From an optimization exercise on the open Yosys and OpenROAD flow, aimed at small area; shortcuts taken in it are not production practice. Only simulation tests tie the RTL to the original design; equivalence was not proved. No activity file was given, so power comes from the tool's default toggle rates.

## design.v

```verilog
module pipeline_cpu(
	clk,
	rst_n,
	in_valid,
	instruction,
	dout,
	out_valid,
	ren,
	wen,
	addr,
	out_addr,
	din,
	out
);
input clk, rst_n, in_valid;
input [18:0] instruction;
input [15:0] dout;
output logic out_valid, ren, wen;
output logic [15:0] out, din;
output logic [3:0] out_addr, addr;
localparam K_NOP = 3'd0, K_ONE = 3'd1, K_ABS = 3'd2, K_MUL = 3'd3, K_LD = 3'd4, K_ST = 3'd5;
localparam C_NOP = 2'd0, C_ONE = 2'd1, C_MUL = 2'd2, C_ST = 2'd3;
logic [255:0] rf;    
logic [15:0] rv;     
function automatic [15:0] rd_rf(input [3:0] a, input [255:0] f, input [15:0] v);
	rd_rf = 16'd0;
	for (int i = 0; i < 16; i++)
		rd_rf = rd_rf | (f[16*i +: 16] & {16{v[i] && a == i}});
endfunction
logic        a_v;
logic [14:0] a_ins;      
logic [15:0] a_s, a_t;
logic        b_v;
logic [2:0]  b_k;
logic [7:0]  b_d;
logic [31:0] b_w;
logic        c_v;
logic [1:0]  c_k;
logic [7:0]  c_d;
logic [31:0] c_w;
wire i_mem = instruction[18:17] == 2'b10;
wire [3:0] i_sa = i_mem ? instruction[11:8] : instruction[15:12];
wire [3:0] i_ta = i_mem ? instruction[15:12] : instruction[11:8];
always_ff @(posedge clk) begin
	a_ins <= {instruction[18:16], instruction[11:0]};
	a_s   <= rd_rf(i_sa, rf, rv);
	a_t   <= rd_rf(i_ta, rf, rv);
end
wire [2:0] a_op = a_ins[14:12];
wire [3:0] a_frt = a_ins[11:8];
wire [7:0] a_imm = a_ins[7:0];
wire [3:0] a_fn = a_ins[3:0];
wire a_rr  = a_op == 3'b000;
wire a_sub = (a_rr && a_fn == 4'd3) || a_op == 3'b011;
wire [15:0] a_y = a_rr ? a_t : {8'd0, a_imm};
wire [16:0] a_sum = {1'b0, a_s} + {1'b0, a_y ^ {16{a_sub}}};
logic [2:0]  a_k;
logic [7:0]  a_d;
logic [16:0] a_r;
always_comb begin
	a_k = K_NOP;
	a_d = {4'd0, a_frt};
	a_r = a_sum;
	case (a_op)
		3'b000: begin
			a_k = a_fn == 4'd3 ? K_ABS : K_ONE;
			a_d = {4'd0, a_imm[7:4]};
			case (a_fn)
				4'd0: a_r = {1'b0, a_s & a_t};
				4'd1: a_r = {1'b0, a_s | a_t};
				4'd2, 4'd3: a_r = a_sum;
				default: a_r = 17'd0;
			endcase
		end
		3'b001: begin a_k = K_MUL; a_d = a_imm; end
		3'b010: a_k = K_ONE;
		3'b011: a_k = K_ABS;
		3'b100: a_k = K_ST;
		3'b101: begin a_k = K_LD; a_r = {9'd0, a_imm}; end
		default: ;
	endcase
end
wire [31:0] prod;
mul16 u_mul (.a(a_s), .b(a_t), .p(prod));
always_ff @(posedge clk) begin
	b_k <= a_k;
	b_d <= a_d;
	b_w <= (a_op == 3'b001) ? prod : {15'd0, a_r};
end
wire a_st = a_v && a_op == 3'b100;
wire a_ld = a_v && a_op == 3'b101;
wire b_st = b_v && b_k == K_ST;
wire b_ld = b_v && b_k == K_LD;
always_ff @(posedge clk or negedge rst_n) begin
	if (!rst_n) begin
		a_v <= 1'b0;
		b_v <= 1'b0;
		c_v <= 1'b0;
		wen <= 1'b0;
		ren <= 1'b0;
		addr <= 4'd0;
		din <= 16'd0;
	end else begin
		a_v <= in_valid;
		b_v <= a_v;
		c_v <= b_v;
		wen <= a_st && !b_st;
		ren <= a_ld && !b_ld;
		if (a_st || a_ld) addr <= a_t[3:0];
		if (a_st) din <= a_sum[15:0];
	end
end
always_ff @(posedge clk) begin
	c_d <= b_d;
	case (b_k)
		K_ONE: c_k <= C_ONE;
		K_ABS: c_k <= C_ONE;
		K_LD:  c_k <= C_ONE;
		K_MUL: c_k <= C_MUL;
		K_ST:  c_k <= C_ST;
		default: c_k <= C_NOP;
	endcase
	case (b_k)
		K_LD:  c_w <= {16'd0, dout + {8'd0, b_w[7:0]}};
		K_ABS: c_w <= {16'd0, b_w[16] ? b_w[15:0] + 16'd1 : ~b_w[15:0]};
		K_ST:  c_w <= {16'd0, din};
		default: c_w <= b_w;
	endcase
end
wire c_one = c_v && c_k == C_ONE;
wire c_mul = c_v && c_k == C_MUL;
wire c_st  = c_v && c_k == C_ST;
wire [15:0] lo = c_w[15:0];
wire [15:0] hi = c_w[31:16];
wire [15:0] rd_o = rd_rf(c_d[3:0], rf, rv);
logic [15:0] wl, wh;
always_comb
	for (int i = 0; i < 16; i++) begin
		wl[i] = (c_one || c_mul) && c_d[3:0] == i;
		wh[i] = c_mul && c_d[7:4] == i && c_d[3:0] != i;
	end
always_ff @(posedge clk or negedge rst_n) begin
	if (!rst_n) begin
		out_valid <= 1'b0;
		out <= 16'd0;
		out_addr <= 4'd0;
		rv <= 16'd0;
	end else begin
		if (c_v) out_valid <= 1'b1;
		if (c_one) begin
			out <= lo;
			out_addr <= c_d[3:0];
		end
		if (c_mul) begin
			out <= hi & lo;
			out_addr <= c_d[7:4] + c_d[3:0];
		end
		if (c_st) begin
			out <= lo;
			out_addr <= rd_o[3:0];
		end
		rv <= rv | wl | wh;
	end
end
always_ff @(posedge clk)
	for (int i = 0; i < 16; i++)
		rf[16*i +: 16] <= ({16{wl[i]}} & lo) | ({16{wh[i]}} & hi) | ({16{!(wl[i] || wh[i])}} & rf[16*i +: 16]);
endmodule
module mul16(input [15:0] a, input [15:0] b, output [31:0] p);
wire [255:0] pp;
genvar gi, gj;
generate for (gi = 0; gi < 16; gi = gi + 1) begin : g_i for (gj = 0; gj < 16; gj = gj + 1) begin : g_j assign pp[gi*16+gj] = a[gi] & b[gj]; end end endgenerate
wire t1;
wire t2;
wire t3;
wire t4;
wire t5;
wire t6;
wire t7;
wire t8;
wire t9;
wire t10;
wire t11;
wire t12;
wire t13;
wire t14;
wire t15;
wire t16;
wire t17;
wire t18;
wire t19;
wire t20;
wire t21;
wire t22;
wire t23;
wire t24;
wire t25;
wire t26;
wire t27;
wire t28;
wire t29;
wire t30;
wire t31;
wire t32;
wire t33;
wire t34;
wire t35;
wire t36;
wire t37;
wire t38;
wire t39;
wire t40;
wire t41;
wire t42;
wire t43;
wire t44;
wire t45;
wire t46;
wire t47;
wire t48;
wire t49;
wire t50;
wire t51;
wire t52;
wire t53;
wire t54;
wire t55;
wire t56;
wire t57;
wire t58;
wire t59;
wire t60;
wire t61;
wire t62;
wire t63;
wire t64;
wire t65;
wire t66;
wire t67;
wire t68;
wire t69;
wire t70;
wire t71;
wire t72;
wire t73;
wire t74;
wire t75;
wire t76;
wire t77;
wire t78;
wire t79;
wire t80;
wire t81;
wire t82;
wire t83;
wire t84;
wire t85;
wire t86;
wire t87;
wire t88;
wire t89;
wire t90;
wire t91;
wire t92;
wire t93;
wire t94;
wire t95;
wire t96;
wire t97;
wire t98;
wire t99;
wire t100;
wire t101;
wire t102;
wire t103;
wire t104;
wire t105;
wire t106;
wire t107;
wire t108;
wire t109;
wire t110;
wire t111;
wire t112;
wire t113;
wire t114;
wire t115;
wire t116;
wire t117;
wire t118;
wire t119;
wire t120;
wire t121;
wire t122;
wire t123;
wire t124;
wire t125;
wire t126;
wire t127;
wire t128;
wire t129;
wire t130;
wire t131;
wire t132;
wire t133;
wire t134;
wire t135;
wire t136;
wire t137;
wire t138;
wire t139;
wire t140;
wire t141;
wire t142;
wire t143;
wire t144;
wire t145;
wire t146;
wire t147;
wire t148;
wire t149;
wire t150;
wire t151;
wire t152;
wire t153;
wire t154;
wire t155;
wire t156;
wire t157;
wire t158;
wire t159;
wire t160;
wire t161;
wire t162;
wire t163;
wire t164;
wire t165;
wire t166;
wire t167;
wire t168;
wire t169;
wire t170;
wire t171;
wire t172;
wire t173;
wire t174;
wire t175;
wire t176;
wire t177;
wire t178;
wire t179;
wire t180;
wire t181;
wire t182;
wire t183;
wire t184;
wire t185;
wire t186;
wire t187;
wire t188;
wire t189;
wire t190;
wire t191;
wire t192;
wire t193;
wire t194;
wire t195;
wire t196;
wire t197;
wire t198;
wire t199;
wire t200;
wire t201;
wire t202;
wire t203;
wire t204;
wire t205;
wire t206;
wire t207;
wire t208;
wire t209;
wire t210;
wire t211;
wire t212;
wire t213;
wire t214;
wire t215;
wire t216;
wire t217;
wire t218;
wire t219;
wire t220;
wire t221;
wire t222;
wire t223;
wire t224;
wire t225;
wire t226;
wire t227;
wire t228;
wire t229;
wire t230;
wire t231;
wire t232;
wire t233;
wire t234;
wire t235;
wire t236;
wire t237;
wire t238;
wire t239;
wire t240;
wire t241;
wire t242;
wire t243;
wire t244;
wire t245;
wire t246;
wire t247;
wire t248;
wire t249;
wire t250;
wire t251;
wire t252;
wire t253;
wire t254;
wire t255;
wire t256;
wire t257;
wire t258;
wire t259;
wire t260;
wire t261;
wire t262;
wire t263;
wire t264;
wire t265;
wire t266;
wire t267;
wire t268;
wire t269;
wire t270;
wire t271;
wire t272;
wire t273;
wire t274;
wire t275;
wire t276;
wire t277;
wire t278;
wire t279;
wire t280;
wire t281;
wire t282;
wire t283;
wire t284;
wire t285;
wire t286;
wire t287;
wire t288;
wire t289;
wire t290;
wire t291;
wire t292;
wire t293;
wire t294;
wire t295;
wire t296;
wire t297;
wire t298;
wire t299;
wire t300;
wire t301;
wire t302;
wire t303;
wire t304;
wire t305;
wire t306;
wire t307;
wire t308;
wire t309;
wire t310;
wire t311;
wire t312;
wire t313;
wire t314;
wire t315;
wire t316;
wire t317;
wire t318;
wire t319;
wire t320;
wire t321;
wire t322;
wire t323;
wire t324;
wire t325;
wire t326;
wire t327;
wire t328;
wire t329;
wire t330;
wire t331;
wire t332;
wire t333;
wire t334;
wire t335;
wire t336;
wire t337;
wire t338;
wire t339;
wire t340;
wire t341;
wire t342;
wire t343;
wire t344;
wire t345;
wire t346;
wire t347;
wire t348;
wire t349;
wire t350;
wire t351;
wire t352;
wire t353;
wire t354;
wire t355;
wire t356;
wire t357;
wire t358;
wire t359;
wire t360;
wire t361;
wire t362;
wire t363;
wire t364;
wire t365;
wire t366;
wire t367;
wire t368;
wire t369;
wire t370;
wire t371;
wire t372;
wire t373;
wire t374;
wire t375;
wire t376;
wire t377;
wire t378;
wire t379;
wire t380;
wire t381;
wire t382;
wire t383;
wire t384;
wire t385;
wire t386;
wire t387;
wire t388;
wire t389;
wire t390;
wire t391;
wire t392;
wire t393;
wire t394;
wire t395;
wire t396;
wire t397;
wire t398;
wire t399;
wire t400;
wire t401;
wire t402;
wire t403;
wire t404;
wire t405;
wire t406;
wire t407;
wire t408;
wire t409;
wire t410;
wire t411;
wire t412;
wire t413;
wire t414;
wire t415;
wire t416;
wire t417;
wire t418;
wire t419;
wire t420;
wire t421;
wire t422;
wire t423;
wire t424;
wire t425;
wire t426;
wire t427;
wire t428;
wire t429;
wire t430;
wire t431;
wire t432;
wire t433;
wire t434;
wire t435;
wire t436;
wire t437;
wire t438;
wire t439;
wire t440;
wire t441;
wire t442;
ha ut1 (.a(pp[13]), .b(pp[28]), .s(t1), .co(t2));
fa ut3 (.a(pp[14]), .b(pp[29]), .c(pp[44]), .s(t3), .co(t4));
ha ut5 (.a(pp[59]), .b(pp[74]), .s(t5), .co(t6));
fa ut7 (.a(pp[15]), .b(pp[30]), .c(pp[45]), .s(t7), .co(t8));
fa ut9 (.a(pp[60]), .b(pp[75]), .c(pp[90]), .s(t9), .co(t10));
ha ut11 (.a(pp[105]), .b(pp[120]), .s(t11), .co(t12));
fa ut13 (.a(pp[31]), .b(pp[46]), .c(pp[61]), .s(t13), .co(t14));
fa ut15 (.a(pp[76]), .b(pp[91]), .c(pp[106]), .s(t15), .co(t16));
ha ut17 (.a(pp[121]), .b(pp[136]), .s(t17), .co(t18));
fa ut19 (.a(pp[47]), .b(pp[62]), .c(pp[77]), .s(t19), .co(t20));
fa ut21 (.a(pp[92]), .b(pp[107]), .c(pp[122]), .s(t21), .co(t22));
fa ut23 (.a(pp[63]), .b(pp[78]), .c(pp[93]), .s(t23), .co(t24));
ha ut25 (.a(pp[9]), .b(pp[24]), .s(t25), .co(t26));
fa ut27 (.a(pp[10]), .b(pp[25]), .c(pp[40]), .s(t27), .co(t28));
ha ut29 (.a(pp[55]), .b(pp[70]), .s(t29), .co(t30));
fa ut31 (.a(pp[11]), .b(pp[26]), .c(pp[41]), .s(t31), .co(t32));
fa ut33 (.a(pp[56]), .b(pp[71]), .c(pp[86]), .s(t33), .co(t34));
ha ut35 (.a(pp[101]), .b(pp[116]), .s(t35), .co(t36));
fa ut37 (.a(pp[12]), .b(pp[27]), .c(pp[42]), .s(t37), .co(t38));
fa ut39 (.a(pp[57]), .b(pp[72]), .c(pp[87]), .s(t39), .co(t40));
fa ut41 (.a(pp[102]), .b(pp[117]), .c(pp[132]), .s(t41), .co(t42));
ha ut43 (.a(pp[147]), .b(pp[162]), .s(t43), .co(t44));
fa ut45 (.a(pp[43]), .b(pp[58]), .c(pp[73]), .s(t45), .co(t46));
fa ut47 (.a(pp[88]), .b(pp[103]), .c(pp[118]), .s(t47), .co(t48));
fa ut49 (.a(pp[133]), .b(pp[148]), .c(pp[163]), .s(t49), .co(t50));
fa ut51 (.a(pp[178]), .b(pp[193]), .c(pp[208]), .s(t51), .co(t52));
fa ut53 (.a(pp[89]), .b(pp[104]), .c(pp[119]), .s(t53), .co(t54));
fa ut55 (.a(pp[134]), .b(pp[149]), .c(pp[164]), .s(t55), .co(t56));
fa ut57 (.a(pp[179]), .b(pp[194]), .c(pp[209]), .s(t57), .co(t58));
fa ut59 (.a(pp[224]), .b(t3), .c(t5), .s(t59), .co(t60));
fa ut61 (.a(pp[135]), .b(pp[150]), .c(pp[165]), .s(t61), .co(t62));
fa ut63 (.a(pp[180]), .b(pp[195]), .c(pp[210]), .s(t63), .co(t64));
fa ut65 (.a(pp[225]), .b(pp[240]), .c(t7), .s(t65), .co(t66));
fa ut67 (.a(t9), .b(t11), .c(t4), .s(t67), .co(t68));
fa ut69 (.a(pp[151]), .b(pp[166]), .c(pp[181]), .s(t69), .co(t70));
fa ut71 (.a(pp[196]), .b(pp[211]), .c(pp[226]), .s(t71), .co(t72));
fa ut73 (.a(pp[241]), .b(t13), .c(t15), .s(t73), .co(t74));
fa ut75 (.a(t17), .b(t8), .c(t10), .s(t75), .co(t76));
fa ut77 (.a(pp[137]), .b(pp[152]), .c(pp[167]), .s(t77), .co(t78));
fa ut79 (.a(pp[182]), .b(pp[197]), .c(pp[212]), .s(t79), .co(t80));
fa ut81 (.a(pp[227]), .b(pp[242]), .c(t19), .s(t81), .co(t82));
fa ut83 (.a(t21), .b(t14), .c(t16), .s(t83), .co(t84));
fa ut85 (.a(pp[108]), .b(pp[123]), .c(pp[138]), .s(t85), .co(t86));
fa ut87 (.a(pp[153]), .b(pp[168]), .c(pp[183]), .s(t87), .co(t88));
fa ut89 (.a(pp[198]), .b(pp[213]), .c(pp[228]), .s(t89), .co(t90));
fa ut91 (.a(pp[243]), .b(t23), .c(t20), .s(t91), .co(t92));
fa ut93 (.a(pp[79]), .b(pp[94]), .c(pp[109]), .s(t93), .co(t94));
fa ut95 (.a(pp[124]), .b(pp[139]), .c(pp[154]), .s(t95), .co(t96));
fa ut97 (.a(pp[169]), .b(pp[184]), .c(pp[199]), .s(t97), .co(t98));
fa ut99 (.a(pp[214]), .b(pp[229]), .c(pp[244]), .s(t99), .co(t100));
fa ut101 (.a(pp[95]), .b(pp[110]), .c(pp[125]), .s(t101), .co(t102));
fa ut103 (.a(pp[140]), .b(pp[155]), .c(pp[170]), .s(t103), .co(t104));
fa ut105 (.a(pp[185]), .b(pp[200]), .c(pp[215]), .s(t105), .co(t106));
fa ut107 (.a(pp[111]), .b(pp[126]), .c(pp[141]), .s(t107), .co(t108));
fa ut109 (.a(pp[156]), .b(pp[171]), .c(pp[186]), .s(t109), .co(t110));
fa ut111 (.a(pp[127]), .b(pp[142]), .c(pp[157]), .s(t111), .co(t112));
ha ut113 (.a(pp[6]), .b(pp[21]), .s(t113), .co(t114));
fa ut115 (.a(pp[7]), .b(pp[22]), .c(pp[37]), .s(t115), .co(t116));
ha ut117 (.a(pp[52]), .b(pp[67]), .s(t117), .co(t118));
fa ut119 (.a(pp[8]), .b(pp[23]), .c(pp[38]), .s(t119), .co(t120));
fa ut121 (.a(pp[53]), .b(pp[68]), .c(pp[83]), .s(t121), .co(t122));
ha ut123 (.a(pp[98]), .b(pp[113]), .s(t123), .co(t124));
fa ut125 (.a(pp[39]), .b(pp[54]), .c(pp[69]), .s(t125), .co(t126));
fa ut127 (.a(pp[84]), .b(pp[99]), .c(pp[114]), .s(t127), .co(t128));
fa ut129 (.a(pp[129]), .b(pp[144]), .c(t25), .s(t129), .co(t130));
fa ut131 (.a(pp[85]), .b(pp[100]), .c(pp[115]), .s(t131), .co(t132));
fa ut133 (.a(pp[130]), .b(pp[145]), .c(pp[160]), .s(t133), .co(t134));
fa ut135 (.a(t27), .b(t29), .c(t26), .s(t135), .co(t136));
fa ut137 (.a(pp[131]), .b(pp[146]), .c(pp[161]), .s(t137), .co(t138));
fa ut139 (.a(pp[176]), .b(t31), .c(t33), .s(t139), .co(t140));
fa ut141 (.a(t35), .b(t28), .c(t30), .s(t141), .co(t142));
fa ut143 (.a(pp[177]), .b(pp[192]), .c(t37), .s(t143), .co(t144));
fa ut145 (.a(t39), .b(t41), .c(t43), .s(t145), .co(t146));
fa ut147 (.a(t32), .b(t34), .c(t36), .s(t147), .co(t148));
fa ut149 (.a(t1), .b(t45), .c(t47), .s(t149), .co(t150));
fa ut151 (.a(t49), .b(t51), .c(t38), .s(t151), .co(t152));
fa ut153 (.a(t40), .b(t42), .c(t44), .s(t153), .co(t154));
fa ut155 (.a(t2), .b(t53), .c(t55), .s(t155), .co(t156));
fa ut157 (.a(t57), .b(t59), .c(t46), .s(t157), .co(t158));
fa ut159 (.a(t48), .b(t50), .c(t52), .s(t159), .co(t160));
fa ut161 (.a(t6), .b(t61), .c(t63), .s(t161), .co(t162));
fa ut163 (.a(t65), .b(t67), .c(t54), .s(t163), .co(t164));
fa ut165 (.a(t56), .b(t58), .c(t60), .s(t165), .co(t166));
fa ut167 (.a(t12), .b(t69), .c(t71), .s(t167), .co(t168));
fa ut169 (.a(t73), .b(t75), .c(t62), .s(t169), .co(t170));
fa ut171 (.a(t64), .b(t66), .c(t68), .s(t171), .co(t172));
fa ut173 (.a(t18), .b(t77), .c(t79), .s(t173), .co(t174));
fa ut175 (.a(t81), .b(t83), .c(t70), .s(t175), .co(t176));
fa ut177 (.a(t72), .b(t74), .c(t76), .s(t177), .co(t178));
fa ut179 (.a(t22), .b(t85), .c(t87), .s(t179), .co(t180));
fa ut181 (.a(t89), .b(t91), .c(t78), .s(t181), .co(t182));
fa ut183 (.a(t80), .b(t82), .c(t84), .s(t183), .co(t184));
fa ut185 (.a(t24), .b(t93), .c(t95), .s(t185), .co(t186));
fa ut187 (.a(t97), .b(t99), .c(t86), .s(t187), .co(t188));
fa ut189 (.a(t88), .b(t90), .c(t92), .s(t189), .co(t190));
fa ut191 (.a(pp[230]), .b(pp[245]), .c(t101), .s(t191), .co(t192));
fa ut193 (.a(t103), .b(t105), .c(t94), .s(t193), .co(t194));
fa ut195 (.a(t96), .b(t98), .c(t100), .s(t195), .co(t196));
fa ut197 (.a(pp[201]), .b(pp[216]), .c(pp[231]), .s(t197), .co(t198));
fa ut199 (.a(pp[246]), .b(t107), .c(t109), .s(t199), .co(t200));
fa ut201 (.a(t102), .b(t104), .c(t106), .s(t201), .co(t202));
fa ut203 (.a(pp[172]), .b(pp[187]), .c(pp[202]), .s(t203), .co(t204));
fa ut205 (.a(pp[217]), .b(pp[232]), .c(pp[247]), .s(t205), .co(t206));
fa ut207 (.a(t111), .b(t108), .c(t110), .s(t207), .co(t208));
fa ut209 (.a(pp[143]), .b(pp[158]), .c(pp[173]), .s(t209), .co(t210));
fa ut211 (.a(pp[188]), .b(pp[203]), .c(pp[218]), .s(t211), .co(t212));
fa ut213 (.a(pp[233]), .b(pp[248]), .c(t112), .s(t213), .co(t214));
fa ut215 (.a(pp[159]), .b(pp[174]), .c(pp[189]), .s(t215), .co(t216));
fa ut217 (.a(pp[204]), .b(pp[219]), .c(pp[234]), .s(t217), .co(t218));
fa ut219 (.a(pp[175]), .b(pp[190]), .c(pp[205]), .s(t219), .co(t220));
ha ut221 (.a(pp[4]), .b(pp[19]), .s(t221), .co(t222));
fa ut223 (.a(pp[5]), .b(pp[20]), .c(pp[35]), .s(t223), .co(t224));
ha ut225 (.a(pp[50]), .b(pp[65]), .s(t225), .co(t226));
fa ut227 (.a(pp[36]), .b(pp[51]), .c(pp[66]), .s(t227), .co(t228));
fa ut229 (.a(pp[81]), .b(pp[96]), .c(t113), .s(t229), .co(t230));
fa ut231 (.a(pp[82]), .b(pp[97]), .c(pp[112]), .s(t231), .co(t232));
fa ut233 (.a(t115), .b(t117), .c(t114), .s(t233), .co(t234));
fa ut235 (.a(pp[128]), .b(t119), .c(t121), .s(t235), .co(t236));
fa ut237 (.a(t123), .b(t116), .c(t118), .s(t237), .co(t238));
fa ut239 (.a(t125), .b(t127), .c(t129), .s(t239), .co(t240));
fa ut241 (.a(t120), .b(t122), .c(t124), .s(t241), .co(t242));
fa ut243 (.a(t131), .b(t133), .c(t135), .s(t243), .co(t244));
fa ut245 (.a(t126), .b(t128), .c(t130), .s(t245), .co(t246));
fa ut247 (.a(t137), .b(t139), .c(t141), .s(t247), .co(t248));
fa ut249 (.a(t132), .b(t134), .c(t136), .s(t249), .co(t250));
fa ut251 (.a(t143), .b(t145), .c(t147), .s(t251), .co(t252));
fa ut253 (.a(t138), .b(t140), .c(t142), .s(t253), .co(t254));
fa ut255 (.a(t149), .b(t151), .c(t153), .s(t255), .co(t256));
fa ut257 (.a(t144), .b(t146), .c(t148), .s(t257), .co(t258));
fa ut259 (.a(t155), .b(t157), .c(t159), .s(t259), .co(t260));
fa ut261 (.a(t150), .b(t152), .c(t154), .s(t261), .co(t262));
fa ut263 (.a(t161), .b(t163), .c(t165), .s(t263), .co(t264));
fa ut265 (.a(t156), .b(t158), .c(t160), .s(t265), .co(t266));
fa ut267 (.a(t167), .b(t169), .c(t171), .s(t267), .co(t268));
fa ut269 (.a(t162), .b(t164), .c(t166), .s(t269), .co(t270));
fa ut271 (.a(t173), .b(t175), .c(t177), .s(t271), .co(t272));
fa ut273 (.a(t168), .b(t170), .c(t172), .s(t273), .co(t274));
fa ut275 (.a(t179), .b(t181), .c(t183), .s(t275), .co(t276));
fa ut277 (.a(t174), .b(t176), .c(t178), .s(t277), .co(t278));
fa ut279 (.a(t185), .b(t187), .c(t189), .s(t279), .co(t280));
fa ut281 (.a(t180), .b(t182), .c(t184), .s(t281), .co(t282));
fa ut283 (.a(t191), .b(t193), .c(t195), .s(t283), .co(t284));
fa ut285 (.a(t186), .b(t188), .c(t190), .s(t285), .co(t286));
fa ut287 (.a(t197), .b(t199), .c(t201), .s(t287), .co(t288));
fa ut289 (.a(t192), .b(t194), .c(t196), .s(t289), .co(t290));
fa ut291 (.a(t203), .b(t205), .c(t207), .s(t291), .co(t292));
fa ut293 (.a(t198), .b(t200), .c(t202), .s(t293), .co(t294));
fa ut295 (.a(t209), .b(t211), .c(t213), .s(t295), .co(t296));
fa ut297 (.a(t204), .b(t206), .c(t208), .s(t297), .co(t298));
fa ut299 (.a(pp[249]), .b(t215), .c(t217), .s(t299), .co(t300));
fa ut301 (.a(t210), .b(t212), .c(t214), .s(t301), .co(t302));
fa ut303 (.a(pp[220]), .b(pp[235]), .c(pp[250]), .s(t303), .co(t304));
fa ut305 (.a(t219), .b(t216), .c(t218), .s(t305), .co(t306));
fa ut307 (.a(pp[191]), .b(pp[206]), .c(pp[221]), .s(t307), .co(t308));
fa ut309 (.a(pp[236]), .b(pp[251]), .c(t220), .s(t309), .co(t310));
fa ut311 (.a(pp[207]), .b(pp[222]), .c(pp[237]), .s(t311), .co(t312));
ha ut313 (.a(pp[3]), .b(pp[18]), .s(t313), .co(t314));
fa ut315 (.a(pp[34]), .b(pp[49]), .c(pp[64]), .s(t315), .co(t316));
fa ut317 (.a(pp[80]), .b(t223), .c(t225), .s(t317), .co(t318));
fa ut319 (.a(t227), .b(t229), .c(t224), .s(t319), .co(t320));
fa ut321 (.a(t231), .b(t233), .c(t228), .s(t321), .co(t322));
fa ut323 (.a(t235), .b(t237), .c(t232), .s(t323), .co(t324));
fa ut325 (.a(t239), .b(t241), .c(t236), .s(t325), .co(t326));
fa ut327 (.a(t243), .b(t245), .c(t240), .s(t327), .co(t328));
fa ut329 (.a(t247), .b(t249), .c(t244), .s(t329), .co(t330));
fa ut331 (.a(t251), .b(t253), .c(t248), .s(t331), .co(t332));
fa ut333 (.a(t255), .b(t257), .c(t252), .s(t333), .co(t334));
fa ut335 (.a(t259), .b(t261), .c(t256), .s(t335), .co(t336));
fa ut337 (.a(t263), .b(t265), .c(t260), .s(t337), .co(t338));
fa ut339 (.a(t267), .b(t269), .c(t264), .s(t339), .co(t340));
fa ut341 (.a(t271), .b(t273), .c(t268), .s(t341), .co(t342));
fa ut343 (.a(t275), .b(t277), .c(t272), .s(t343), .co(t344));
fa ut345 (.a(t279), .b(t281), .c(t276), .s(t345), .co(t346));
fa ut347 (.a(t283), .b(t285), .c(t280), .s(t347), .co(t348));
fa ut349 (.a(t287), .b(t289), .c(t284), .s(t349), .co(t350));
fa ut351 (.a(t291), .b(t293), .c(t288), .s(t351), .co(t352));
fa ut353 (.a(t295), .b(t297), .c(t292), .s(t353), .co(t354));
fa ut355 (.a(t299), .b(t301), .c(t296), .s(t355), .co(t356));
fa ut357 (.a(t303), .b(t305), .c(t300), .s(t357), .co(t358));
fa ut359 (.a(t307), .b(t309), .c(t304), .s(t359), .co(t360));
fa ut361 (.a(pp[252]), .b(t311), .c(t308), .s(t361), .co(t362));
fa ut363 (.a(pp[223]), .b(pp[238]), .c(pp[253]), .s(t363), .co(t364));
ha ut365 (.a(pp[2]), .b(pp[17]), .s(t365), .co(t366));
fa ut367 (.a(pp[33]), .b(pp[48]), .c(t313), .s(t367), .co(t368));
fa ut369 (.a(t221), .b(t315), .c(t314), .s(t369), .co(t370));
fa ut371 (.a(t222), .b(t317), .c(t316), .s(t371), .co(t372));
fa ut373 (.a(t226), .b(t319), .c(t318), .s(t373), .co(t374));
fa ut375 (.a(t230), .b(t321), .c(t320), .s(t375), .co(t376));
fa ut377 (.a(t234), .b(t323), .c(t322), .s(t377), .co(t378));
fa ut379 (.a(t238), .b(t325), .c(t324), .s(t379), .co(t380));
fa ut381 (.a(t242), .b(t327), .c(t326), .s(t381), .co(t382));
fa ut383 (.a(t246), .b(t329), .c(t328), .s(t383), .co(t384));
fa ut385 (.a(t250), .b(t331), .c(t330), .s(t385), .co(t386));
fa ut387 (.a(t254), .b(t333), .c(t332), .s(t387), .co(t388));
fa ut389 (.a(t258), .b(t335), .c(t334), .s(t389), .co(t390));
fa ut391 (.a(t262), .b(t337), .c(t336), .s(t391), .co(t392));
fa ut393 (.a(t266), .b(t339), .c(t338), .s(t393), .co(t394));
fa ut395 (.a(t270), .b(t341), .c(t340), .s(t395), .co(t396));
fa ut397 (.a(t274), .b(t343), .c(t342), .s(t397), .co(t398));
fa ut399 (.a(t278), .b(t345), .c(t344), .s(t399), .co(t400));
fa ut401 (.a(t282), .b(t347), .c(t346), .s(t401), .co(t402));
fa ut403 (.a(t286), .b(t349), .c(t348), .s(t403), .co(t404));
fa ut405 (.a(t290), .b(t351), .c(t350), .s(t405), .co(t406));
fa ut407 (.a(t294), .b(t353), .c(t352), .s(t407), .co(t408));
fa ut409 (.a(t298), .b(t355), .c(t354), .s(t409), .co(t410));
fa ut411 (.a(t302), .b(t357), .c(t356), .s(t411), .co(t412));
fa ut413 (.a(t306), .b(t359), .c(t358), .s(t413), .co(t414));
fa ut415 (.a(t310), .b(t361), .c(t360), .s(t415), .co(t416));
fa ut417 (.a(t312), .b(t363), .c(t362), .s(t417), .co(t418));
fa ut419 (.a(pp[239]), .b(pp[254]), .c(t364), .s(t419), .co(t420));
fa ut421 (.a(pp[1]), .b(pp[16]), .c(1'b0), .s(t421), .co(t422));
fa ut423 (.a(pp[32]), .b(t365), .c(t422), .s(t423), .co(t424));
fa ut425 (.a(t367), .b(t366), .c(t424), .s(t425), .co(t426));
fa ut427 (.a(t369), .b(t368), .c(t426), .s(t427), .co(t428));
fa ut429 (.a(t371), .b(t370), .c(t428), .s(t429), .co(t430));
fa ut431 (.a(t373), .b(t372), .c(t430), .s(t431), .co(t432));
fa ut433 (.a(t375), .b(t374), .c(t432), .s(t433), .co(t434));
fa ut435 (.a(t377), .b(t376), .c(t434), .s(t435), .co(t436));
fa ut437 (.a(t379), .b(t378), .c(t436), .s(t437), .co(t438));
fa ut439 (.a(t381), .b(t380), .c(t438), .s(t439), .co(t440));
fa ut441 (.a(t383), .b(t382), .c(t440), .s(t441), .co(t442));
wire [19:0] rr;
assign rr = {1'b0, pp[255], t419, t417, t415, t413, t411, t409, t407, t405, t403, t401, t399, t397, t395, t393, t391, t389, t387, t385} + {1'b0, t420, t418, t416, t414, t412, t410, t408, t406, t404, t402, t400, t398, t396, t394, t392, t390, t388, t386, t384} + t442;
assign p = {rr[19], rr[18], rr[17], rr[16], rr[15], rr[14], rr[13], rr[12], rr[11], rr[10], rr[9], rr[8], rr[7], rr[6], rr[5], rr[4], rr[3], rr[2], rr[1], rr[0], t441, t439, t437, t435, t433, t431, t429, t427, t425, t423, t421, pp[0]};
endmodule
module fa(input a, b, c, output s, co);
assign s = a ^ b ^ c;
assign co = (a & b) | (a & c) | (b & c);
endmodule
module ha(input a, b, output s, co);
assign s = a ^ b;
assign co = a & b;
endmodule
module hai(input a, b, output s, co);
assign s = ~(a ^ b);
assign co = a | b;
endmodule
```

## run.sh

```bash
#!/bin/bash
# synth_recipe.tcl (not shown) runs the flow's synth.tcl, then flattens the netlist and writes it again
# the make line also repeats each setting of config.mk as NAME=value (left out here)
make -C /OpenROAD-flow-scripts/flow DESIGN_CONFIG=/design/flow/config.mk WORK_HOME=/design/flow/orfs CLKGATE_MAP_FILE= SYNTH_SCRIPT=/design/flow/synth_recipe.tcl finish
```

## config.mk

```make
export PLATFORM = sky130hd
export DESIGN_NAME = pipeline_cpu
export DESIGN_NICKNAME = pipeline_cpu
export VERILOG_FILES = /design/flow/design.v
export SDC_FILE = /design/flow/constraint.sdc
export NUM_CORES = 4
export LEC_CHECK = 0
export CAP_MARGIN = 20
export CORE_MARGIN = 2
export CORE_UTILIZATION = 60
export CTS_BUF_LIST = sky130_fd_sc_hd__clkbuf_4
export CTS_CLUSTER_SIZE = 30
export SLEW_MARGIN = 20
export SYNTH_HIERARCHICAL = 1
```

## constraint.sdc

```tcl
create_clock -name core_clock -period 7.0 [get_ports {clk}]
set_input_delay 1.4000 -clock core_clock [delete_from_list [all_inputs] [get_ports {clk}]]
set_output_delay 1.4000 -clock core_clock [all_outputs]
set_load 0.01 [all_outputs]
```

==> results of run 1 <==
[per-module statistics from Yosys, one instance, submodules excluded]
module / copies in the design / cells inside / cell area, um2 / flip-flops and latches
mul16: 1 / 444 / 2850 / 0
ha: 15 / 1 / 12.5 / 0
fa: 206 / 1 / 20.0 / 0
pipeline_cpu: 1 / 2640 / 22300 / 450
[worst paths after layout]
| kind | cells after the start | slack, ps | end |
|---|---|---|---|
| setup / recovery | 21 | 180 | b_w[24]$_SDFF_PN0_ |
| hold / removal | 0 | 320 | c_d[2]$_DFF_P_ |
| setup reg to reg | 21 | 180 | b_w[24]$_SDFF_PN0_ |
| hold reg to reg | 0 | 320 | c_d[2]$_DFF_P_ |
| max in group asynchronous | 1 | 5660 | out[5]$_DFFE_PN0P_ |
| min in group asynchronous | 1 | 560 | rv[1]$_DFF_PN0_ |
[metrics by stage]
stage	hold WS, ps	util (%)
after floorplan	310	-
after global placement	313	62.7
after detailed placement	316	62.7
after CTS	326	65.6
after global routing	321	65.7
final	320	65.8
[cell type report]
cell class	instances	area share (%)
Clock inverter	28	0.488
Clock buffer	168	3.93
Antenna cell	7	0.0546
Tap cell	664	2.59
Inverter	17	0.203
Multi-Input combinational cell	2559	59.1
Timing Repair Buffer	166	4.53
Sequential cell	450	29.1
[timing repair]
| item | in CTS | in global routing |
|---|---|---|
| resized for setup | 1 | 5 |
| pin swaps | 0 | 1 |
| hold endpoints to repair | 0 | 0 |
| endpoints found under the setup margin | 2 | 7 |
[registers in the layout, summed over array words and instances, names as in the netlist]
register,flops
b_k,3
din,16
a_ins,15
out_valid,1
b_d,8
c_v,1
rf,256
b_v,1
wen,1
c_d,8
a_v,1
b_w,32
ren,1
out_addr,4
addr,4
a_t,16
c_k,2
rv,16
out,16
c_w,32
a_s,16
[power breakdown]
group	internal [uW]	switching (uW)	total, uW
clock network	1100	1160	2260
registers	3390	1280	4680
logic	1250	1880	3130
[metal layers]
layer,track usage (%),up-vias
li1,-,11821
met1,58.9,13755
met2,71.9,2627
met3,17.9,855
met4,33.6,20
met5,0.782,-
[kinds of logic (layout without fill, tap and decap cells)]
kind of cell | count (synthesis) | after routing | synth area share, %
simple gates | 1325 | 1325 | 21.8
compound gates | 827 | 827 | 20.8
flops | 450 | 450 | 31.6
buf+inv | 296 | 379 | 4.35
fa+ha+maj | 286 | 286 | 17.4
xor+xnor | 68 | 68 | 2.02
mux | 52 | 52 | 1.93
other cells | 1 | 8 | 0.0127
[synthesized netlist by cell type (21+ instances only)]
cell	instances
sky130_fd_sc_hd__a22o_1	111
sky130_fd_sc_hd__a21oi_1	82
sky130_fd_sc_hd__buf_2	61
sky130_fd_sc_hd__mux2i_1	28
sky130_fd_sc_hd__and2_1	263
sky130_fd_sc_hd__xnor2_1	45
sky130_fd_sc_hd__dfrtp_1	62
sky130_fd_sc_hd__mux2_2	21
sky130_fd_sc_hd__nor2_1	118
sky130_fd_sc_hd__nand2b_1	24
sky130_fd_sc_hd__clkbuf_1	185
sky130_fd_sc_hd__o21ai_0	97
sky130_fd_sc_hd__dfxtp_1	388
sky130_fd_sc_hd__and3_1	81
sky130_fd_sc_hd__o22ai_1	25
sky130_fd_sc_hd__nand3_1	42
sky130_fd_sc_hd__a221oi_1	114
sky130_fd_sc_hd__ha_1	63
sky130_fd_sc_hd__xor2_1	23
sky130_fd_sc_hd__a22oi_1	294
sky130_fd_sc_hd__nand2_1	657
sky130_fd_sc_hd__fa_1	211
sky130_fd_sc_hd__nand4_1	49
==> out/metrics.sh, run 1 <==
OUTCOME='complete, no violations'
SYN_NETS=3617
VDD_IR_MAX_mV=0.229
PLACED_CELLS_INCL_TAPS=3855
TIMING.CRITICAL_PATH.MODE_CELL='sky130_fd_sc_hd__fa_1'
WORST_SETUP_PATH_END_KIND='register'
CTS_POST_SETUP_BUFFERS_INSERTED=0
CTS-BUFFERS-INSERTED=115
DETAILEDPLACEMENTHPWL_UM=81700
DIE_WIDTH_UM=226
WORSTMARGINPINSLEW_PS=1400
REGAREA_MM2=0.00932
POWER.TOTAL_uW=10100
MIN_PATH_TYPE='reg -> reg'
CLOCK_SINK_COUNT=450
AREA_GROWTH_FROM_SYNTHESIS_TO_LAYOUT_PCT=8.76
DRC_VIOLATIONS_LEFT=0
CRIT_TYPE='reg -> reg'
POWER.LEAKAGE_uW=0.0146
FINAL.FILL_COUNT=4057
STARTING_DENSITY_OF_THE_CORE_PCT=60.5
FIN_CRIT_SH_PCT=97.4
POSTSYNTH.ASYNCRESETSHARE_PCT=13.8
CTS_TREE='yes'
MULTI_INPUT_AREA_MM2=0.0190
TIMING.FINAL.CRIT_PERIOD_PS=6820
SYN_AREA_MM2=0.0295
ROUTE.FINAL.WIRE_LENGTH_UM=125000
DPL_WORST_SLACK_PS=51.3
GRT_OVERFLOW_TOTAL=0
HOLD_VIOL=0
FIRST_PASS_GRT_WIRE_LENGTH_UM=181000
ANTENNA_VIOLATING_NETS_POST_ROUTE=0
P_PER_AREA_mW_PER_MM2=314
DR_WL_MET3_UM=17200
CRITICAL_PATH_PEAK_FANOUT=8
CRIT-REG2REG-LAUNCH='a_t[1]$_DFF_P_'
AVGVIACOUNTPERCELL=7.16
DRT_FIRST_ITER_VIOLATIONS=5115
COUNT_OF_H_TREE_LEVELS_BUILT_DURING_CTS=3
NUM_IO_PINS=81
DRIVE_ABOVE_1_SHARE_PCT=10.4
RSZ0062_AT_GRT='false'
MAXCLOCKFREQUENCY_MHz=147
DESIGN.FINAL.NETS=3621
POSTSYNTHREGISTERBITS=450
FINAL_CELLS=4059
COUNT_OF_BUFFERING_CELLS_ON_THE_CRITICAL_PATH_WITH_INVERTERS_INCLUDED=1
FINAL_COMMON_CELL='sky130_fd_sc_hd__nand2_1'
POST_LAYOUT_WORST_SETUP_MARGIN_PS=184
SYNTHESIS.YOSYS.WARNINGS=7
CPMAXSTAGEDELAYCELL='sky130_fd_sc_hd__fa_1'
TOTAL_NUMBER_OF_PLACEMENT_ROWS=81
REQUIRED_PS=7750
WORST_PATH_LARGEST_CELL_DELAY_PS=440
FINAL_AREA_MM2=0.0321
FIN_SETUP_TNS_PS=0
FIRST_GLOBAL_VIAS=28385
DETAILEDROUTE.FIRSTPASSITERATIONCOUNT=13
POST_DRT_WL_PER_CELL_UM=30.7
MET2_LENGTH_UM=52700
SYNTH.AVG_CELL_AREA_UM2=8.92
CLKSLEWWORSTSETUPHOLDPATHS_PS=70
ROUTEDLENGTHMET1_UM=43800
SEQUENTIAL_AREA_SHARE_AFTER_SYNTHESIS_PCT=31.6
MIN-DELAY-START='b_d[2]$_DFF_P_'
VIAS=29078
CLOCK_LATENCY_PS=980
PLACED_CELL_AREAS_MM2=0.0306
CLOCK_TREE.ROOT_CELL='sky130_fd_sc_hd__clkbuf_4'
SETUP.WORST_PATH.START='a_t[1]$_DFF_P_'
NUMBER_OF_ANTENNA_VIOLATIONS_AT_THE_FIRST_CHECK_IN_GLOBAL_ROUTING=19
CP.ARRIVAL_PS=7570
CRITICAL_PATH.CELL_CHAIN='and2_1 -> fa_1 -> fa_1 -> fa_1 -> fa_1 -> fa_1 -> fa_1 -> fa_1 -> fa_1 -> fa_2 -> fa_1 -> fa_1 -> fa_2 -> inv_1 -> fa_1 -> nand2b_2 -> a21oi_2 -> o2111ai_4 -> a31oi_1 -> xor2_1 -> and3_1'
RELSLEWSLACK_PCT=6.62
YS_TOP_CELLS_BY_AREA='sky130_fd_sc_hd__dfxtp_1 (26%), sky130_fd_sc_hd__fa_1 (14%), sky130_fd_sc_hd__nand2_1 (8.4%), sky130_fd_sc_hd__a22oi_1 (7.5%), sky130_fd_sc_hd__and2_1 (5.6%)'
GRT_START_MAX_NET_PINS=63
FINALMAXSLEWVIOLATIONS=0
UNIQUE_CELL_TYPE_COUNT_IN_THE_YOSYS_NETLIST=80
SYNTH_TOP_AREA_CELL='sky130_fd_sc_hd__dfxtp_1'
CRITPATHLAUNCHTYPE='register'
GLOBAL_ROUTE.USAGE.TOTAL_PCT=48.6
DIE_Y_UM=226
CTS_HOLD_BUFFERS_ADDED=0
SYNTH_FLOP_CELL='sky130_fd_sc_hd__dfxtp_1'
GATE_COUNT_AFTER_TECHNOLOGY_MAPPING=3305
PORTBUFFERS=80
GP_CONGESTION=1.06
DIE-AREA_MM2=0.0509
MOSTFREQUENTLAYOUTCELLS='sky130_fd_sc_hd__nand2_1 (656), sky130_fd_sc_hd__dfxtp_1 (387), sky130_fd_sc_hd__a22oi_1 (294)'
FINALSETUPVIOLATIONS=0
SYNTH_TOP_AREA_SHARE_PCT=26.4
TOP_SIGNAL_LAYER_USED='met5'
MAX-CLOCK-PATH-BUFFERS=3
CLOCK_SKEWS_PS=148
PATH_DELAY_FAMILY='adder cells'
MAX-CAP-VIOLATIONS=0
SYNTH_EDF_COUNT=0
FP.COREAREA_MM2=0.0487
==> run 2: changes to the inputs <==
--- a/config.mk
+++ b/config.mk
@@ -8,7 +8,5 @@
 export CAP_MARGIN = 20
 export CORE_MARGIN = 2
-export CORE_UTILIZATION = 60
-export CTS_BUF_LIST = sky130_fd_sc_hd__clkbuf_4
-export CTS_CLUSTER_SIZE = 30
+export CORE_UTILIZATION = 40
 export SLEW_MARGIN = 20
 export SYNTH_HIERARCHICAL = 1
==> run 2 against run 1 <==
Compared with the run above:
- cell count increased by 5.3%
- setup slack better by 110 ps
- sequential share of layout area shrank 0.76 points
- hold slack improved by 4.3 ps
- power is 5.6% higher
- critical path depth did not move
- fmax is 1.6% higher
- synthesized cell count is the same
- clock power rose by 23%
- routed wire length rose by 3.6%
- flip-flop and latch count unchanged
==> out/metrics.sh, run 2 <==
FIRST_GLOBAL_VIAS=26737  # -5.8%
MIN_PATH_TYPE='reg -> reg'
P_PER_AREA_mW_PER_MM2=323  # +2.8%
FIRST_PASS_GRT_WIRE_LENGTH_UM=187000  # +3.0%
DRC_VIOLATIONS_LEFT=0  # unchanged
FINALMAXSLEWVIOLATIONS=0  # unchanged
FINAL_AREA_MM2=0.0329  # +2.7%
RSZ0062_AT_GRT='false'
NETSWITCHINGFRACTION_PCT=41.2  # -1.8 points
AREA_GROWTH_FROM_SYNTHESIS_TO_LAYOUT_PCT=11.7
NUMBER_OF_FLIP_FLOPS_IN_THE_LARGEST_REGISTER=256  # unchanged
PATH_DELAY_FAMILY='adder cells'
COUNT_OF_H_TREE_LEVELS_BUILT_DURING_CTS=2  # -1
CRITPATHLAUNCHTYPE='register'
PLACED_CELL_AREAS_MM2=0.0312  # +2.0%
COUNT_OF_BUFFERING_CELLS_ON_THE_CRITICAL_PATH_WITH_INVERTERS_INCLUDED=1  # unchanged
CLOCK_LATENCY_PS=620  # -360 ps
FP.COREAREA_MM2=0.0730  # +50%
SYN_NETS=3617  # unchanged
SYNTH.AVG_CELL_AREA_UM2=8.92  # unchanged
TOTAL_NUMBER_OF_PLACEMENT_ROWS=99  # +22%
MOSTFREQUENTLAYOUTCELLS='sky130_fd_sc_hd__nand2_1 (657), sky130_fd_sc_hd__dfxtp_1 (386), sky130_fd_sc_hd__a22oi_1 (294)'
FINALSETUPVIOLATIONS=0  # unchanged
POWER.SWITCHING_uW=4380  # +1.1%
SYNTH_TOP_AREA_SHARE_PCT=26.4  # unchanged
POWER.LEAKAGE_uW=0.0148  # +1.0%
WORST_PATH_LARGEST_CELL_DELAY_PS=430  # about the same
GP_CONGESTION=0.980  # -7.9%
GRT_START_MAX_NET_PINS=63  # unchanged
CLOCK_SINK_COUNT=450  # unchanged
NUM_IO_PINS=81  # unchanged
YS_TOP_CELLS_BY_AREA='sky130_fd_sc_hd__dfxtp_1 (26%), sky130_fd_sc_hd__fa_1 (14%), sky130_fd_sc_hd__nand2_1 (8.4%), sky130_fd_sc_hd__a22oi_1 (7.5%), sky130_fd_sc_hd__and2_1 (5.6%)'
DETAILEDPLACEMENTHPWL_UM=86300  # +5.7%
RELSLEWSLACK_PCT=19.2  # +13 points
CLOCK_SKEWS_PS=38.0  # -110 ps
DIE_Y_UM=275  # +22%
POWER.CLOCK.FRACTION_PCT=26.3  # +3.8 points
SYNTH_FLOP_CELL='sky130_fd_sc_hd__dfxtp_1'
CTS_TREE='yes'
FIN_SETUP_TNS_PS=0  # unchanged
UNIQUE_CELL_TYPE_COUNT_IN_THE_YOSYS_NETLIST=80  # unchanged
TIMING.FINAL.CRIT_PERIOD_PS=6710  # -107 ps
CP.ARRIVAL_PS=7190  # -380 ps
GRT_OVERFLOW_TOTAL=0  # unchanged
PORTBUFFERS=80  # unchanged
CRITICAL_PATH.CELL_CHAIN='and2_1 -> fa_1 -> fa_1 -> fa_1 -> fa_1 -> fa_1 -> fa_1 -> fa_1 -> fa_1 -> fa_1 -> fa_1 -> fa_1 -> fa_2 -> inv_1 -> fa_1 -> nand2b_4 -> a21oi_2 -> o2111ai_4 -> a31oi_1 -> xor2_1 -> and3_1'
POSTSYNTHREGISTERBITS=450  # unchanged
POST-SYNTH-TOP-COUNT-CELL='sky130_fd_sc_hd__nand2_1'
POWER.SHARE.COMBINATIONAL_PCT=29.3  # -1.8 points
WORSTMARGINPINSLEW_PS=1210  # -189 ps
OUTCOME='complete, no violations'
REGMOSTFLOPS='rf'
DRT_FIRST_ITER_VIOLATIONS=4205  # -18%
VIAS=27819  # -4.3%
CTS_HOLD_BUFFERS_ADDED=0  # unchanged
SYNTH_TOP_AREA_CELL='sky130_fd_sc_hd__dfxtp_1'
REQUIRED_PS=7480  # -270 ps
STARTING_DENSITY_OF_THE_CORE_PCT=40.4  # -20 points
FIN_CRIT_SH_PCT=95.8  # -1.5 points
CLOCK_TREE.ROOT_CELL='sky130_fd_sc_hd__clkbuf_16'
DESIGN.FINAL.NETS=3585  # -0.99%
SYNTHESIS.YOSYS.WARNINGS=7  # unchanged
MAX-CAP-VIOLATIONS=0  # unchanged
MAX-CLOCK-PATH-BUFFERS=3  # unchanged
P_SEQ_SHARE_PCT=44.5  # -1.9 points
CTS-BUFFERS-INSERTED=49  # -57%
CPMAXSTAGEDELAYCELL='sky130_fd_sc_hd__fa_1'
HOLD_VIOL=0  # unchanged
FINAL_COMMON_CELL='sky130_fd_sc_hd__nand2_1'
POWER.INTERNAL_uW=6250  # +8.9%
ROUTE.FINAL.WIRE_LENGTH_UM=129000  # +3.6%
MAXCLOCKFREQUENCY_MHz=149  # +1.6%
SYN_AREA_MM2=0.0295  # unchanged
GATE_COUNT_AFTER_TECHNOLOGY_MAPPING=3305  # unchanged
CRITICAL_PATH_PEAK_FANOUT=6  # -2
CRIT_TYPE='reg -> reg'
VDD_IR_MAX_mV=0.223  # -2.4%
LARGESTREGISTERS='rf: 256 flops, b_w: 32 flops, c_w: 32 flops'
TIMING.CRITICAL_PATH.MODE_CELL='sky130_fd_sc_hd__fa_1'
YOSYS-TOP-CELLS-COUNT='sky130_fd_sc_hd__nand2_1 (657), sky130_fd_sc_hd__dfxtp_1 (388), sky130_fd_sc_hd__a22oi_1 (294), sky130_fd_sc_hd__and2_1 (263), sky130_fd_sc_hd__fa_1 (211)'
NUMBER_OF_ANTENNA_VIOLATIONS_AT_THE_FIRST_CHECK_IN_GLOBAL_ROUTING=5  # -14
WORST_SETUP_PATH_END_KIND='register'
DRIVE_ABOVE_1_SHARE_PCT=8.57  # -1.9 points
AVGVIACOUNTPERCELL=6.51  # -9.1%
CLKSLEWWORSTSETUPHOLDPATHS_PS=70  # about the same
DIE-AREA_MM2=0.0759  # +49%
SYNTH_EDF_COUNT=0  # unchanged
POSTSYNTH.ASYNCRESETSHARE_PCT=13.8  # unchanged
ANTENNA_VIOLATING_NETS_POST_ROUTE=0  # unchanged
GLOBAL_ROUTE.USAGE.TOTAL_PCT=33.6  # -15 points
DIE_WIDTH_UM=275  # +22%
SEQUENTIAL_AREA_SHARE_AFTER_SYNTHESIS_PCT=31.6  # unchanged
POST_DRT_WL_PER_CELL_UM=30.2  # -1.6%
DETAILEDROUTE.FIRSTPASSITERATIONCOUNT=9  # -4
==> run 2: cell counts after synthesis <==
No cell type changed its count.
==> run 2: layout make-up <==
cell class,count,area (um2)
Fill cell,7157,40000
Timing Repair Buffer,196,1670
Tap cell,959,1200
Sequential cell,450,9320
Inverter,17,65.1
Clock inverter,19,253
Multi-Input combinational cell,2559,18900
Antenna cell,1,2.50
Clock buffer,72,1460
==> run 2: power by group through the flow <==
stage | Sequential (uW) | Combinational [uW] | Clock, uW
floorplan | 4000 | 2110 | 0
global placement | 4690 | 2990 | 0
CTS | 4640 | 3040 | 2790
detailed placement | 4680 | 3020 | 0
finish | 4730 | 3110 | 2790
global route | 4770 | 3380 | 2900
==> run 2: per-module statistics from Yosys (local to each module, per instance) <==
module,copies in the design,cells
ha,15,1
fa,206,1
mul16,1,444
pipeline_cpu,1,2640
==> run 2: final timing paths <==
path | start | end | cells past startpoint | slack, ps
setup / recovery | a_t[1]$_DFF_P_ | b_w[24]$_SDFF_PN0_ | 21 | 290
min in group asynchronous | rst_n | rv[5]$_DFF_PN0_ | 1 | 900
setup reg to reg | a_t[1]$_DFF_P_ | b_w[24]$_SDFF_PN0_ | 21 | 290
max in group asynchronous | rst_n | out[8]$_DFFE_PN0P_ | 1 | 5360
hold / removal | b_d[3]$_DFF_P_ | c_d[3]$_DFF_P_ | 0 | 320
hold reg to reg | b_d[3]$_DFF_P_ | c_d[3]$_DFF_P_ | 0 | 320
==> run 2: logic make-up (layout without fill, tap and decap cells) <==
| group | after synthesis | after routing | share of synthesized area [%] |
|---|---|---|---|
| other cells | 1 | 2 | 0.0127 |
| mux | 52 | 52 | 1.93 |
| flops | 450 | 450 | 31.6 |
| xor+xnor | 68 | 68 | 2.02 |
| buf+inv | 296 | 304 | 4.35 |
| simple gates | 1325 | 1325 | 21.8 |
| fa+ha+maj | 286 | 286 | 17.4 |
| compound gates | 827 | 827 | 20.8 |
==> run 2: layer usage <==
layer / vias to the layer above / global-route usage [%] / part of all wire [%]
met5: - / 0 / 0.020
met4: 4 / 16.2 / 5.7
met3: 500 / 8.73 / 13
met2: 2083 / 49.9 / 42
met1: 13544 / 45.2 / 40
li1: 11688 / - / -
==> run 2: metrics by stage <==
| step | utilization (%) | hold slack (ps) | total power, uW | setup slack (ps) | cells |
|---|---|---|---|---|---|
| global route | 45.1 | 328 | 11100 | 25.6 | 4272 |
| finish | 45.1 | 325 | 10600 | 291 | 4273 |
| global placement | 42.7 | 311 | 7680 | 173 | 4181 |
| detailed placement | 42.7 | 312 | 7700 | 51.2 | 4181 |
| floorplan | - | 310 | 6110 | 373 | 3305 |
| CTS | 45.1 | 326 | 10500 | 37.8 | 4272 |
==> run 2: worst register-to-register path, delay by kind of cell (launching register included) <==
family,cells,cell delay [ps]
simple gates,3,510
fa+ha+maj,13,5010
xor+xnor,1,160
flops,1,360
compound gates,3,500
buf+inv,1,70
==> run 2: repair_timing <==
item / 4_1_cts / 5_1_grt
buffers inserted: 0 / 0
setup endpoints to repair: 0 / 6
gates resized for setup: 0 / 5

## what the ideal ports hide
In the flow no input, the clock included, has a driving cell. The finished layouts below were timed again as built, in two steps. Step 1 sets driving cells, clkbuf_16 on the clock port and buf_2 on the other inputs (assumed; they add their load-dependent delay and slew). Step 2 adds t to the input delays and takes it off the output delays; t is the mean of the earliest and latest rising clock arrival at the registers after step 1. Input paths then give back, and output paths get back, about the clock's delay inside the block. Slacks: ideal / step 1 / step 2; pairs: ideal / step 1.
| run | t, ns | setup WS [ns] | hold WS [ns] | worst data-port slew with drivers (ns) |
|---|---|---|---|---|
| run 1 | 0.964 | 0.184 / 0.184 / 0.184 | 0.320 / 0.320 / 0.320 | 0.04 |
| run 2 | 0.660 | 0.291 / 0.291 / 0.291 | 0.325 / 0.325 / 0.325 | 0.06 |
After both steps every run listed still meets setup and hold.
